What follows belongs to an exercise in optimizing a design on an open flow for small area, a short achievable clock period and few clock cycles; a production flow would make more cautious choices.
Where RTL was checked, it was by simulation tests only, not by an equivalence proof against the original.
Power figures rest on the tool's default switching activity, not on a simulated workload.

==> module pfx_add, before the edit <==
module pfx_add #(parameter N = 16, parameter L = 4) (a, b, cin, s, c);
  input  [N-1:0] a, b;
  input          cin;
  output [N-1:0] s;
  output [N:0]   c;
  wire [N-1:0] p = a ^ b;
  wire [(L+1)*N-1:0] G, P;
  assign G[N-1:0] = {a[N-1:1] & b[N-1:1], (a[0] & b[0]) | (p[0] & cin)};
  assign P[N-1:0] = p;
  genvar k, i;
  generate
    for (k = 0; k < L; k = k + 1) begin : lvl
      for (i = 0; i < N; i = i + 1) begin : bt
        if (i >= (1 << k)) begin : op
          assign G[(k+1)*N+i] = G[k*N+i] | (P[k*N+i] & G[k*N+i-(1<<k)]);
          assign P[(k+1)*N+i] = P[k*N+i] & P[k*N+i-(1<<k)];
        end else begin : pass
          assign G[(k+1)*N+i] = G[k*N+i];
          assign P[(k+1)*N+i] = P[k*N+i];
        end
      end
    end
  endgenerate
  assign c = {G[L*N +: N], cin};
  assign s = p ^ c[N-1:0];
endmodule
==> module rsm_cpu, before the edit <==
module rsm_cpu(clk, reset, mem_rdata, mem_cmd, mem_addr, mem_wdata, halted);
  input clk, reset;
  input [15:0] mem_rdata;
  output [1:0] mem_cmd;
  output [8:0] mem_addr;
  output [15:0] mem_wdata;
  output halted;
  reg [15:0] R [0:7];       
  reg [8:0]  fpc;           
  reg        fv;            
  reg [8:0]  link;          
  reg        fN, fV, fZ;    
  reg        halt_q;
  reg        w_ld;          
  reg [2:0]  ld_rd;
  reg [15:0] A_q;           
  reg [15:0] B_q;           
  reg [2:0]  e_wd;          
  reg [1:0]  e_sh;
  reg [7:0]  e_imm8;
  reg        e_we;          
  reg        e_ldr, e_str, e_cmp;
  reg        s_imm, s_mov, s_add, s_and, s_mvn, s_link;   
  reg        wA, wB;        
  wire        e_go = !w_ld;                
  reg  [15:0] B;                           
  always @(*)
    case (e_sh)
      2'b00: B = B_q;
      2'b01: B = {B_q[14:0], 1'b0};
      2'b10: B = {1'b0, B_q[15:1]};
      default: B = {B_q[0], B_q[15:1]};
    endcase
  wire [15:0] sum;
  wire [16:0] ca;                           
  wire [14:0] dlo;
  wire [15:0] cs;                           
  pfx_add #(16, 4) u_add(A_q, B, 1'b0, sum, ca);
  pfx_add #(15, 4) u_sub(A_q[14:0], ~B[14:0], 1'b1, dlo, cs);
  wire [15:0] res  = ({16{s_imm}}  & {{8{e_imm8[7]}}, e_imm8}) |
                     ({16{s_mov}}  & B) |
                     ({16{s_add}}  & sum) |
                     ({16{s_and}}  & (A_q & B)) |
                     ({16{s_mvn}}  & ~B) |
                     ({16{s_link}} & {7'b0, link});
  wire nN = A_q[15] ^ ~B[15] ^ cs[15];
  wire nZ = (A_q == B);
  wire nV = (A_q[15] == B[15]) ? (ca[15] != A_q[15]) : (cs[15] != A_q[15]);
  wire [8:0] ea;
  wire [9:0] ea_c;
  pfx_add #(9, 4) u_ea(A_q[8:0], {{4{e_imm8[4]}}, e_imm8[4:0]}, 1'b0, ea, ea_c);
  wire e_mem = e_go & (e_ldr | e_str);
  assign mem_cmd   = halt_q ? 2'b00 : (e_go & e_str) ? 2'b01 : 2'b10;
  assign mem_addr  = e_mem ? ea : fpc;
  assign mem_wdata = B_q;
  assign halted    = halt_q;
  wire fetch = !halt_q & !e_mem;
  wire e_wr  = e_go & e_we;                
  wire [15:0] I = mem_rdata;
  wire [2:0]  opc = I[15:13];
  wire d_b    = (opc == 3'b001);
  wire d_bl   = (opc == 3'b010) &  I[12];    
  wire d_bx   = (opc == 3'b010) & ~I[12];
  wire d_halt = (opc == 3'b111);
  wire d_str  = (opc == 3'b100);
  wire d_ldr  = (opc == 3'b011);
  wire d_movi = (opc == 3'b110) &  I[12];
  wire d_movr = (opc == 3'b110) & ~I[12];
  wire d_alu  = (opc == 3'b101);            
  wire [2:0] rn = I[10:8];
  wire [2:0] rb = d_str ? I[7:5] : I[2:0];
  wire fA = e_wr & (e_wd == rn);
  wire fB = e_wr & (e_wd == rb);
  wire [15:0] Ain = ({16{w_ld}} & mem_rdata) | ({16{~w_ld & fA}} & res) |
                    ({16{~w_ld & ~fA}} & R[rn]);
  wire [15:0] Bin = ({16{w_ld}} & mem_rdata) | ({16{~w_ld & fB}} & res) |
                    ({16{~w_ld & ~fB}} & R[rb]);
  wire cmp_now = e_go & e_cmp;
  wire cN = cmp_now ? nN : fN;
  wire cV = cmp_now ? nV : fV;
  wire cZ = cmp_now ? nZ : fZ;
  reg cond;
  always @(*)
    case (I[10:8])
      3'b000: cond = 1'b1;
      3'b001: cond = cZ;
      3'b010: cond = ~cZ;
      3'b011: cond = cN ^ cV;
      3'b100: cond = (cN ^ cV) | cZ;
      default: cond = 1'b0;
    endcase
  wire taken = fv & ((d_b & cond) | d_bl | d_bx);
  wire [8:0] boff;
  wire [9:0] bc_unused;
  pfx_add #(9, 4) u_tgt(fpc, {I[7], I[7:0]}, 1'b0, boff, bc_unused);
  wire [8:0] target = d_bx ? link : boff;
  always @(posedge clk) begin
    if (reset) begin
      fpc <= 9'd0;
      fv <= 1'b0;
      halt_q <= 1'b0;
      w_ld <= 1'b0;
      e_we <= 1'b0; e_ldr <= 1'b0; e_str <= 1'b0; e_cmp <= 1'b0;
    end else begin
      if (taken) fpc <= target;
      else if (fetch) fpc <= fpc + 9'd1;
      fv <= fetch & ~taken;
      if (fv & d_bl) link <= fpc;
      if (fv & d_halt) halt_q <= 1'b1;
      w_ld <= e_go & e_ldr;
      if (e_go & e_ldr) ld_rd <= e_wd;
      if (fv) begin
        e_wd   <= (d_movi | d_bl) ? I[10:8] : I[7:5];
        e_sh   <= I[4:3];
        e_imm8 <= I[7:0];
        e_we   <= d_movi | d_movr | (d_alu & (I[12:11] != 2'b01)) | d_bl;
        e_ldr  <= d_ldr;
        e_str  <= d_str;
        e_cmp  <= d_alu & (I[12:11] == 2'b01);
        s_imm  <= d_movi;
        s_mov  <= d_movr;
        s_add  <= d_alu & (I[12:11] == 2'b00);
        s_and  <= d_alu & (I[12:11] == 2'b10);
        s_mvn  <= d_alu & (I[12:11] == 2'b11);
        s_link <= d_bl;
      end else if (e_go) begin
        e_we <= 1'b0; e_ldr <= 1'b0; e_str <= 1'b0; e_cmp <= 1'b0;
      end
      if (cmp_now) begin fN <= nN; fV <= nV; fZ <= nZ; end
    end
  end
  always @(posedge clk) begin
    if (fv | (w_ld & wA)) A_q <= Ain;
    if (fv | (w_ld & wB)) B_q <= Bin;
    if (fv) begin
      wA  <= e_go & e_ldr & (e_wd == rn);
      wB  <= e_go & e_ldr & (e_wd == rb);
    end
  end
  always @(posedge clk) begin
    if (w_ld) R[ld_rd] <= mem_rdata;
    else if (e_wr) R[e_wd] <= res;
  end
endmodule
clock: 8.0 ns
lec_check: 0
cap_margin: 20
core_margin: 2
core_utilization: 40
setup_slack_margin: 4
slew_margin: 20
run.sh (not shown) runs the stock make flow with config.mk's settings and CLKGATE_MAP_FILE= SYNTH_SCRIPT=/design/flow/synth_recipe.tcl, a recipe that flattens the netlist after the stock synthesis.
The first run finished with timing, DRC and antenna clean.
Edit:
--- a/flow/design.v
+++ b/flow/design.v
@@ -1,29 +1,15 @@
-module pfx_add #(parameter N = 16, parameter L = 4) (a, b, cin, s, c);
-  input  [N-1:0] a, b;
-  input          cin;
-  output [N-1:0] s;
-  output [N:0]   c;
-  wire [N-1:0] p = a ^ b;
-  wire [(L+1)*N-1:0] G, P;
-  assign G[N-1:0] = {a[N-1:1] & b[N-1:1], (a[0] & b[0]) | (p[0] & cin)};
-  assign P[N-1:0] = p;
-  genvar k, i;
-  generate
-    for (k = 0; k < L; k = k + 1) begin : lvl
-      for (i = 0; i < N; i = i + 1) begin : bt
-        if (i >= (1 << k)) begin : op
-          assign G[(k+1)*N+i] = G[k*N+i] | (P[k*N+i] & G[k*N+i-(1<<k)]);
-          assign P[(k+1)*N+i] = P[k*N+i] & P[k*N+i-(1<<k)];
-        end else begin : pass
-          assign G[(k+1)*N+i] = G[k*N+i];
-          assign P[(k+1)*N+i] = P[k*N+i];
-        end
-      end
-    end
-  endgenerate
-  assign c = {G[L*N +: N], cin};
-  assign s = p ^ c[N-1:0];
+module ea_add(base, imm5, ea);
+  input  [8:0] base;
+  input  [4:0] imm5;
+  output [8:0] ea;
+  wire [5:0] lo = {1'b0, base[4:0]} + {1'b0, imm5};
+  wire [3:0] hi = base[8:5];
+  wire [3:0] hi_inc = hi + 4'd1;
+  wire [3:0] hi_dec = hi - 4'd1;
+  wire up = lo[5] & ~imm5[4];
+  wire dn = ~lo[5] & imm5[4];
+  assign ea = {up ? hi_inc : dn ? hi_dec : hi, lo[4:0]};
 endmodule
 module rsm_cpu(clk, reset, mem_rdata, mem_cmd, mem_addr, mem_wdata, halted);
   input clk, reset;
   input [15:0] mem_rdata;
@@ -56,26 +42,23 @@
       2'b01: B = {B_q[14:0], 1'b0};
       2'b10: B = {1'b0, B_q[15:1]};
       default: B = {B_q[0], B_q[15:1]};
     endcase
-  wire [15:0] sum;
-  wire [16:0] ca;                           
-  wire [14:0] dlo;
-  wire [15:0] cs;                           
-  pfx_add #(16, 4) u_add(A_q, B, 1'b0, sum, ca);
-  pfx_add #(15, 4) u_sub(A_q[14:0], ~B[14:0], 1'b1, dlo, cs);
+  wire [15:0] sum = A_q + B;
+  wire [15:0] dlo = {1'b0, A_q[14:0]} + {1'b0, ~B[14:0]} + 16'd1;
+  wire ca15 = sum[15] ^ A_q[15] ^ B[15];
+  wire cs15 = dlo[15];
   wire [15:0] res  = ({16{s_imm}}  & {{8{e_imm8[7]}}, e_imm8}) |
                      ({16{s_mov}}  & B) |
                      ({16{s_add}}  & sum) |
                      ({16{s_and}}  & (A_q & B)) |
                      ({16{s_mvn}}  & ~B) |
                      ({16{s_link}} & {7'b0, link});
-  wire nN = A_q[15] ^ ~B[15] ^ cs[15];
+  wire nN = A_q[15] ^ ~B[15] ^ cs15;
   wire nZ = (A_q == B);
-  wire nV = (A_q[15] == B[15]) ? (ca[15] != A_q[15]) : (cs[15] != A_q[15]);
+  wire nV = (A_q[15] == B[15]) ? (ca15 != A_q[15]) : (cs15 != A_q[15]);
   wire [8:0] ea;
-  wire [9:0] ea_c;
-  pfx_add #(9, 4) u_ea(A_q[8:0], {{4{e_imm8[4]}}, e_imm8[4:0]}, 1'b0, ea, ea_c);
+  ea_add u_ea(A_q[8:0], e_imm8[4:0], ea);
   wire e_mem = e_go & (e_ldr | e_str);
   assign mem_cmd   = halt_q ? 2'b00 : (e_go & e_str) ? 2'b01 : 2'b10;
   assign mem_addr  = e_mem ? ea : fpc;
   assign mem_wdata = B_q;
@@ -115,11 +98,9 @@
       3'b100: cond = (cN ^ cV) | cZ;
       default: cond = 1'b0;
     endcase
   wire taken = fv & ((d_b & cond) | d_bl | d_bx);
-  wire [8:0] boff;
-  wire [9:0] bc_unused;
-  pfx_add #(9, 4) u_tgt(fpc, {I[7], I[7:0]}, 1'b0, boff, bc_unused);
+  wire [8:0] boff = fpc + {I[7], I[7:0]};
   wire [8:0] target = d_bx ? link : boff;
   always @(posedge clk) begin
     if (reset) begin
       fpc <= 9'd0;
=> The changed run produced a clean layout. Core utilization shrinks by 0.98 points. Cell area shrinks by a few percent. Clock-buffer cell count grows by 1. Critical path depth shrinks by 2. Cell count shrinks slightly.
Testbench counts after the change, summed over its fixed seeds: cycles 76,740.
Only the layout flow was run in the first run of this note; the RTL was not checked for function there.

* * *

The RTL this note starts from:
==> flow/design.v <==
module ea_add(base, imm5, ea);
  input  [8:0] base;
  input  [4:0] imm5;
  output [8:0] ea;
  wire [5:0] lo = {1'b0, base[4:0]} + {1'b0, imm5};
  wire [3:0] hi = base[8:5];
  wire [3:0] hi_inc = hi + 4'd1;
  wire [3:0] hi_dec = hi - 4'd1;
  wire up = lo[5] & ~imm5[4];
  wire dn = ~lo[5] & imm5[4];
  assign ea = {up ? hi_inc : dn ? hi_dec : hi, lo[4:0]};
endmodule
module rsm_cpu(clk, reset, mem_rdata, mem_cmd, mem_addr, mem_wdata, halted);
  input clk, reset;
  input [15:0] mem_rdata;
  output [1:0] mem_cmd;
  output [8:0] mem_addr;
  output [15:0] mem_wdata;
  output halted;
  reg [15:0] R [0:7];       
  reg [8:0]  fpc;           
  reg        fv;            
  reg [8:0]  link;          
  reg        fN, fV, fZ;    
  reg        halt_q;
  reg        w_ld;          
  reg [2:0]  ld_rd;
  reg [15:0] A_q;           
  reg [15:0] B_q;           
  reg [2:0]  e_wd;          
  reg [1:0]  e_sh;
  reg [7:0]  e_imm8;
  reg        e_we;          
  reg        e_ldr, e_str, e_cmp;
  reg        s_imm, s_mov, s_add, s_and, s_mvn, s_link;   
  reg        wA, wB;        
  wire        e_go = !w_ld;                
  reg  [15:0] B;                           
  always @(*)
    case (e_sh)
      2'b00: B = B_q;
      2'b01: B = {B_q[14:0], 1'b0};
      2'b10: B = {1'b0, B_q[15:1]};
      default: B = {B_q[0], B_q[15:1]};
    endcase
  wire [15:0] sum = A_q + B;
  wire [15:0] dlo = {1'b0, A_q[14:0]} + {1'b0, ~B[14:0]} + 16'd1;
  wire ca15 = sum[15] ^ A_q[15] ^ B[15];
  wire cs15 = dlo[15];
  wire [15:0] res  = ({16{s_imm}}  & {{8{e_imm8[7]}}, e_imm8}) |
                     ({16{s_mov}}  & B) |
                     ({16{s_add}}  & sum) |
                     ({16{s_and}}  & (A_q & B)) |
                     ({16{s_mvn}}  & ~B) |
                     ({16{s_link}} & {7'b0, link});
  wire nN = A_q[15] ^ ~B[15] ^ cs15;
  wire nZ = (A_q == B);
  wire nV = (A_q[15] == B[15]) ? (ca15 != A_q[15]) : (cs15 != A_q[15]);
  wire [8:0] ea;
  ea_add u_ea(A_q[8:0], e_imm8[4:0], ea);
  wire e_mem = e_go & (e_ldr | e_str);
  assign mem_cmd   = halt_q ? 2'b00 : (e_go & e_str) ? 2'b01 : 2'b10;
  assign mem_addr  = e_mem ? ea : fpc;
  assign mem_wdata = B_q;
  assign halted    = halt_q;
  wire fetch = !halt_q & !e_mem;
  wire e_wr  = e_go & e_we;                
  wire [15:0] I = mem_rdata;
  wire [2:0]  opc = I[15:13];
  wire d_b    = (opc == 3'b001);
  wire d_bl   = (opc == 3'b010) &  I[12];    
  wire d_bx   = (opc == 3'b010) & ~I[12];
  wire d_halt = (opc == 3'b111);
  wire d_str  = (opc == 3'b100);
  wire d_ldr  = (opc == 3'b011);
  wire d_movi = (opc == 3'b110) &  I[12];
  wire d_movr = (opc == 3'b110) & ~I[12];
  wire d_alu  = (opc == 3'b101);            
  wire [2:0] rn = I[10:8];
  wire [2:0] rb = d_str ? I[7:5] : I[2:0];
  wire fA = e_wr & (e_wd == rn);
  wire fB = e_wr & (d_str ? (e_wd == I[7:5]) : (e_wd == I[2:0]));
  wire [15:0] Ain = ({16{w_ld}} & mem_rdata) | ({16{~w_ld & fA}} & res) |
                    ({16{~w_ld & ~fA}} & R[rn]);
  wire [15:0] Bin = ({16{w_ld}} & mem_rdata) | ({16{~w_ld & fB}} & res) |
                    ({16{~w_ld & ~fB}} & R[rb]);
  wire cmp_now = e_go & e_cmp;
  function cnd(input [2:0] c, input n, input v, input z);
    case (c)
      3'b000: cnd = 1'b1;
      3'b001: cnd = z;
      3'b010: cnd = ~z;
      3'b011: cnd = n ^ v;
      3'b100: cnd = (n ^ v) | z;
      default: cnd = 1'b0;
    endcase
  endfunction
  wire cond_old = cnd(I[10:8], fN, fV, fZ);
  wire cond_new = cnd(I[10:8], nN, nV, nZ);
  wire taken = (fv & (d_bl | d_bx)) |
               (fv & d_b & (cmp_now ? cond_new : cond_old));
  wire [8:0] boff = fpc + {I[7], I[7:0]};
  wire [8:0] target = d_bx ? link : boff;
  always @(posedge clk) begin
    if (reset) begin
      fpc <= 9'd0;
      fv <= 1'b0;
      halt_q <= 1'b0;
      w_ld <= 1'b0;
      e_we <= 1'b0; e_ldr <= 1'b0; e_str <= 1'b0; e_cmp <= 1'b0;
    end else begin
      if (taken) fpc <= target;
      else if (fetch) fpc <= fpc + 9'd1;
      fv <= fetch & ~taken;
      if (fv & d_bl) link <= fpc;
      if (fv & d_halt) halt_q <= 1'b1;
      w_ld <= e_go & e_ldr;
      if (e_go & e_ldr) ld_rd <= e_wd;
      if (fv) begin
        e_wd   <= (d_movi | d_bl) ? I[10:8] : I[7:5];
        e_sh   <= I[4:3];
        e_imm8 <= I[7:0];
        e_we   <= d_movi | d_movr | (d_alu & (I[12:11] != 2'b01)) | d_bl;
        e_ldr  <= d_ldr;
        e_str  <= d_str;
        e_cmp  <= d_alu & (I[12:11] == 2'b01);
        s_imm  <= d_movi;
        s_mov  <= d_movr;
        s_add  <= d_alu & (I[12:11] == 2'b00);
        s_and  <= d_alu & (I[12:11] == 2'b10);
        s_mvn  <= d_alu & (I[12:11] == 2'b11);
        s_link <= d_bl;
      end else if (e_go) begin
        e_we <= 1'b0; e_ldr <= 1'b0; e_str <= 1'b0; e_cmp <= 1'b0;
      end
      if (cmp_now) begin fN <= nN; fV <= nV; fZ <= nZ; end
    end
  end
  always @(posedge clk) begin
    if (fv | (w_ld & wA)) A_q <= Ain;
    if (fv | (w_ld & wB)) B_q <= Bin;
    if (fv) begin
      wA  <= e_go & e_ldr & (e_wd == rn);
      wB  <= e_go & e_ldr & (e_wd == rb);
    end
  end
  always @(posedge clk) begin
    if (w_ld) R[ld_rd] <= mem_rdata;
    else if (e_wr) R[e_wd] <= res;
  end
endmodule
==> flow/config.mk <==
export PLATFORM = sky130hd
export DESIGN_NAME = rsm_cpu
export DESIGN_NICKNAME = rsm_cpu
export VERILOG_FILES = /design/flow/design.v
export SDC_FILE = /design/flow/constraint.sdc
export NUM_CORES = 4
export LEC_CHECK = 0
export CAP_MARGIN = 20
export CORE_MARGIN = 2
export CORE_UTILIZATION = 40
export CTS_CLUSTER_DIAMETER = 100
export CTS_CLUSTER_SIZE = 30
export SETUP_SLACK_MARGIN = 4
export SLEW_MARGIN = 20
export TNS_END_PERCENT = 1
==> flow/constraint.sdc <==
create_clock -name core_clock -period 8.0 [get_ports {clk}]
set_input_delay 1.6000 -clock core_clock [delete_from_list [all_inputs] [get_ports {clk}]]
set_output_delay 1.6000 -clock core_clock [all_outputs]
set_load 0.01 [all_outputs]
standard.sh (not shown) runs the stock make flow with config.mk's settings and CLKGATE_MAP_FILE= SYNTH_SCRIPT=/design/flow/synth_recipe.tcl, a recipe that flattens the netlist after the stock synthesis.
==> flow/flow/run.sh <==
#!/bin/bash
# The standard layout, with the input and output port buffers made from
# plain buffers (sky130_fd_sc_hd__buf_1) instead of the delay cells
# buffer_ports picks by default. Every port is still buffered.
set -euo pipefail
cd "$(dirname "$0")/.."
export BUFFER_PORTS_ARGS="-buffer_cell sky130_fd_sc_hd__buf_1"
bash standard.sh > standard_flow.log 2>&1
The first run completed without violations.
Testbench counts at the start, summed over its fixed seeds: cycles 76,740.
Then changed:
--- a/flow/design.v
+++ b/flow/design.v
@@ -1,15 +1,23 @@
 module ea_add(base, imm5, ea);
   input  [8:0] base;
   input  [4:0] imm5;
   output [8:0] ea;
-  wire [5:0] lo = {1'b0, base[4:0]} + {1'b0, imm5};
+  wire [4:0] g = base[4:0] & imm5;
+  wire [4:0] p = base[4:0] ^ imm5;
+  wire c1 = g[0];
+  wire c2 = g[1] | (p[1] & g[0]);
+  wire g32 = g[3] | (p[3] & g[2]);
+  wire p32 = p[3] & p[2];
+  wire c3 = g[2] | (p[2] & c2);
+  wire c4 = g32 | (p32 & c2);
+  wire c5 = g[4] | (p[4] & g32) | (p[4] & p32 & c2);
+  wire [4:0] lo = p ^ {c4, c3, c2, c1, 1'b0};
   wire [3:0] hi = base[8:5];
-  wire [3:0] hi_inc = hi + 4'd1;
-  wire [3:0] hi_dec = hi - 4'd1;
-  wire up = lo[5] & ~imm5[4];
-  wire dn = ~lo[5] & imm5[4];
-  assign ea = {up ? hi_inc : dn ? hi_dec : hi, lo[4:0]};
+  wire s = imm5[4];
+  wire [3:0] hi_c1 = s ? hi : hi + 4'd1;        
+  wire [3:0] hi_c0 = s ? hi - 4'd1 : hi;        
+  assign ea = {c5 ? hi_c1 : hi_c0, lo};
 endmodule
 module rsm_cpu(clk, reset, mem_rdata, mem_cmd, mem_addr, mem_wdata, halted);
   input clk, reset;
   input [15:0] mem_rdata;
@@ -34,16 +42,17 @@
   reg        e_ldr, e_str, e_cmp;
   reg        s_imm, s_mov, s_add, s_and, s_mvn, s_link;   
   reg        wA, wB;        
   wire        e_go = !w_ld;                
-  reg  [15:0] B;                           
-  always @(*)
-    case (e_sh)
-      2'b00: B = B_q;
-      2'b01: B = {B_q[14:0], 1'b0};
-      2'b10: B = {1'b0, B_q[15:1]};
-      default: B = {B_q[0], B_q[15:1]};
+  wire [15:0] B = B_q;
+  function [15:0] shf(input [15:0] x, input [1:0] sh);
+    case (sh)
+      2'b00: shf = x;
+      2'b01: shf = {x[14:0], 1'b0};
+      2'b10: shf = {1'b0, x[15:1]};
+      default: shf = {x[0], x[15:1]};
     endcase
+  endfunction
   wire [15:0] sum = A_q + B;
   wire [15:0] dlo = {1'b0, A_q[14:0]} + {1'b0, ~B[14:0]} + 16'd1;
   wire ca15 = sum[15] ^ A_q[15] ^ B[15];
   wire cs15 = dlo[15];
@@ -79,12 +88,23 @@
   wire [2:0] rn = I[10:8];
   wire [2:0] rb = d_str ? I[7:5] : I[2:0];
   wire fA = e_wr & (e_wd == rn);
   wire fB = e_wr & (d_str ? (e_wd == I[7:5]) : (e_wd == I[2:0]));
+  function [15:0] rd8(input [2:0] n, input [127:0] r);
+    integer k;
+    begin
+      rd8 = 16'd0;
+      for (k = 0; k < 8; k = k + 1)
+        rd8 = rd8 | (r[16*k +: 16] & {16{n == k}});
+    end
+  endfunction
+  wire [127:0] Rall = {R[7], R[6], R[5], R[4], R[3], R[2], R[1], R[0]};
   wire [15:0] Ain = ({16{w_ld}} & mem_rdata) | ({16{~w_ld & fA}} & res) |
-                    ({16{~w_ld & ~fA}} & R[rn]);
-  wire [15:0] Bin = ({16{w_ld}} & mem_rdata) | ({16{~w_ld & fB}} & res) |
-                    ({16{~w_ld & ~fB}} & R[rb]);
+                    ({16{~w_ld & ~fA}} & rd8(rn, Rall));
+  wire [1:0] sh = (d_str | d_ldr) ? 2'b00 : I[4:3];
+  wire [15:0] Bsrc = ({16{w_ld}} & mem_rdata) | ({16{~w_ld & fB}} & res) |
+                     ({16{~w_ld & ~fB}} & rd8(rb, Rall));
+  wire [15:0] Bin = shf(Bsrc, w_ld ? e_sh : sh);
   wire cmp_now = e_go & e_cmp;
   function cnd(input [2:0] c, input n, input v, input z);
     case (c)
       3'b000: cnd = 1'b1;
@@ -117,9 +137,9 @@
       w_ld <= e_go & e_ldr;
       if (e_go & e_ldr) ld_rd <= e_wd;
       if (fv) begin
         e_wd   <= (d_movi | d_bl) ? I[10:8] : I[7:5];
-        e_sh   <= I[4:3];
+        e_sh   <= sh;
         e_imm8 <= I[7:0];
         e_we   <= d_movi | d_movr | (d_alu & (I[12:11] != 2'b01)) | d_bl;
         e_ldr  <= d_ldr;
         e_str  <= d_str;
Outcome: Final cell count climbs by 4.9%; setup slack is better by 0.030 ns; clock-buffer cell count drops by 3; non-clock buffer count climbs by 5; core utilization drops by 0.13 points; clock power climbs by about 1%; first-iteration DRC count climbs by about 30%; via count climbs by 9.1%; routed wire length climbs by 14%; die area climbs by about 2.2%; area after synthesis climbs by 2.3%; synthesized cell count climbs by about 6%; clock skew hardly moves.
Function not checked in the second run of this note: the RTL went through the layout flow alone.

-- re-timing with driven ports --
How much do the figures lean on ideal ports? The routed layouts below were timed once more, with nothing changed but the port constraints. Step 1 assumes that a clkbuf_16 drives the clock port and a buf_2 every other input. Step 2, shift: input delay + t, output delay - t, t = (earliest + latest rising clock arrival at the registers) / 2. This alone moves slack from input paths to output paths. a / b / c = ideal / step 1 / step 2; a / b = the first two.
run	t (ns)	setup slack, ns	slew at the worst register clock pin (ns)	pins driven straight from the clock port
the first run of note 1	0.556	3.735 / 3.686 / 3.638	0.06 / 0.06	1
the second run of note 1	0.571	3.740 / 3.690 / 3.524	0.07 / 0.07	1
the first run of note 2	0.518	3.701 / 3.654 / 3.355	0.11 / 0.11	1
the second run of note 2	0.528	3.731 / 3.681 / 3.302	0.12 / 0.12	1
After both steps every run listed still meets setup and hold. The setup slack of the second run of note 2, which loses most, moves by -0.050 ns with the drivers and by -0.429 ns with both steps.
